Context: an optimization exercise on an open-source flow, tuned for small area and a short achievable clock period. The choices shown serve that exercise and are no tape-out recipe.
Function was checked by simulation only, so behaviour that the tests miss may differ from the original.
Power is estimated from default activity; no workload was simulated.

Design sigmoid9slices, start of the top module:
module sigmoid9slices (
    input wire clk,
    input wire rst_n,
    input wire signed [15:0] x0_in,
    input wire signed [15:0] x1_in,
    input wire valid_in,
    output reg signed [15:0] y0_out,
    output reg signed [15:0] y1_out,
    output reg valid_out
);
For scale: ~850 cells after synthesis, about 110 flip-flops, roughly 68 I/O pins.
Settings: LEC_CHECK=0, ABC_AREA=1, CAP_MARGIN=20, CORE_MARGIN=2, CORE_UTILIZATION=60, CTS_CLUSTER_DIAMETER=200, CTS_CLUSTER_SIZE=60, SETUP_SLACK_MARGIN=5, SLEW_MARGIN=20, TNS_END_PERCENT=0; clock period 8.0 ns.
standard.sh (not shown) runs the stock make flow with config.mk's settings and CLKGATE_MAP_FILE= SYNTH_SCRIPT=/design/flow/synth_recipe.tcl, a recipe that flattens the netlist after the stock synthesis.
==> flow/flow/run.sh <==
#!/bin/bash
# Standard layout, with plain buffers (instead of delay cells) on the ports, and the
# timing repair aimed at a setup slack of 5.6 ns. The make output goes to standard.log,
# each ORFS step's full log to orfs/logs/.
set -e
export BUFFER_PORTS_ARGS="-buffer_cell sky130_fd_sc_hd__buf_2"
bash standard.sh finish SETUP_SLACK_MARGIN=5.6 > standard.log 2>&1
Next try:
==> flow/flow/run.sh (replaced) <==
#!/bin/bash
# Standard layout, with plain buffers (instead of delay cells) on the ports, and the
# timing repair aimed at a setup slack of 5.5 ns. The make output goes to standard.log,
# each ORFS step's full log to orfs/logs/.
set -e
export BUFFER_PORTS_ARGS="-buffer_cell sky130_fd_sc_hd__buf_1"
bash standard.sh finish SETUP_SLACK_MARGIN=5.5 > standard.log 2>&1
- CORE_UTILIZATION: 60 -> 70
- CTS_CLUSTER_DIAMETER: 200 -> unset
- CTS_CLUSTER_SIZE: 60 -> unset
The changed run completed with no timing, DRC or antenna violations.
Power drops by 4.0%.
Clock power drops by 22%.
Cell area drops by 4.0%.
Cell count drops by 1.7%.
Sequential share of layout area climbs by 0.97 points.
Core utilization climbs by 8.4 points.
Non-clock buffer count drops by 10.
Critical path depth climbs by 6.
Next try:
==> flow/flow/run.sh (replaced) <==
#!/bin/bash
# Standard layout, with plain buffers (instead of delay cells) on the ports, and the
# timing repair aimed at a setup slack of 5.6 ns. The make output goes to standard.log,
# each ORFS step's full log to orfs/logs/.
set -e
export BUFFER_PORTS_ARGS="-buffer_cell sky130_fd_sc_hd__buf_2"
bash standard.sh finish SETUP_SLACK_MARGIN=5.6 > standard.log 2>&1
=> Cell area went up by 3.3%. Register-to-register slack gets better by 0.12 ns. Sequential cell count does not change. Clock skew is about the same. Sequential share of layout area went down by 0.79 points. Total power went up by 3.3%.
Next try:
- CORE_UTILIZATION: 70 -> 60
After rerunning: The changed run finished with timing, DRC and antenna clean; global-route usage drops by 6.2 points; clock skew climbs by 0.0039 ns; worst hold slack loses 0.018 ns; synthesized area is unchanged; combinational power drops by 6.1%; clock power climbs by 18%; wire length drops by 7.5%; final area climbs by 0.82%; sequential share of layout area drops by 0.17 points; setup slack gains 0.074 ns.

========
build 35:
Starting RTL as in the previous note.
clock: 8.0 ns
lec_check: 0
abc_area: 1
cap_margin: 20
core_margin: 2
core_utilization: 65
setup_slack_margin: 5
slew_margin: 20
tns_end_percent: 0
==> flow/flow/run.sh <==
#!/bin/bash
# Standard layout, with plain buffers (instead of delay cells) on the ports, and the
# timing repair aimed at a setup slack of 5.6 ns. The make output goes to standard.log,
# each ORFS step's full log to orfs/logs/.
set -e
export BUFFER_PORTS_ARGS="-buffer_cell sky130_fd_sc_hd__buf_2"
bash standard.sh finish SETUP_SLACK_MARGIN=5.6 > standard.log 2>&1
Changes in build 93 relative to build 35:
- a change of CORE_UTILIZATION from 65 to 50
==> run summary <==
Delta (build 93 minus build 35): internal power contribution went up; number of routed nets with antenna violations did not really move.
From build 35 to build 93 the numbers moved as follows: first-pass GRT wire length decreased by about 1% relative to the old numbers, number of gates resized after CTS climbed 7, achievable frequency +1.9%, total design power moved up.
Compared with build 35, build 93 shows a lower via count of the first global-routing pass.
Re worst hold slack: build 35 was higher than build 93.
Build 35 has higher effective utilization at floorplan than build 93.
Build 93 against build 35: clock network power share up 2.4 points, sum of routed wire length over all layers up 320 um.
Relative to build 93, the following input files were edited for build 24:
- a deleted TNS_END_PERCENT that had been 0
- a change of CORE_UTILIZATION from 50 to 70
Findings:
- The sequential share of cell area in build 24 was higher than what build 93 gave.
- Compared build 24 vs build 93, and fraction of power consumed by combinational cells is up in build 24.
- Register share of total power across build 93 and build 24: no real change.
- Build 93 vs build 24, type of the worst setup path: reg -> reg vs reg -> out
- Met2 wirelength from detailed routing: build 24 vs build 93 up about 10%

## afterwards: timing with drivers on the ports
Ports are ideal in the flow. The routed layouts listed here were re-timed in OpenROAD.
Step 1: set_driving_cell puts a clkbuf_16 on clk and a buf_2 on each other input, an assumption about the parent block.
Step 2, shift: input delay + t, output delay - t, t = (earliest + latest rising clock arrival at the registers) / 2. This alone moves slack from input paths to output paths.
a / b / c = ideal / step 1 / step 2; a / b = the first two.
run	t, ns	setup slack, ns	worst setup path at the end	slew at the worst register clock pin (ns)
the first run of note 1	0.388	5.562 / 5.522 / 5.383	input to register	0.08 / 0.08
the second run of note 1	0.423	5.397 / 5.397 / 5.366	input to register	0.10 / 0.10
the third run of note 1	0.438	5.488 / 5.451 / 5.367	input to register	0.11 / 0.11
the fourth run of note 1	0.388	5.562 / 5.522 / 5.383	input to register	0.08 / 0.08
build 35	0.427	5.500 / 5.464 / 5.399	input to register	0.11 / 0.11
build 93	0.389	5.546 / 5.511 / 5.401	input to register	0.07 / 0.07
build 24	0.436	5.478 / 5.441 / 5.381	input to register	0.11 / 0.11
After both steps every run listed still meets setup and hold.
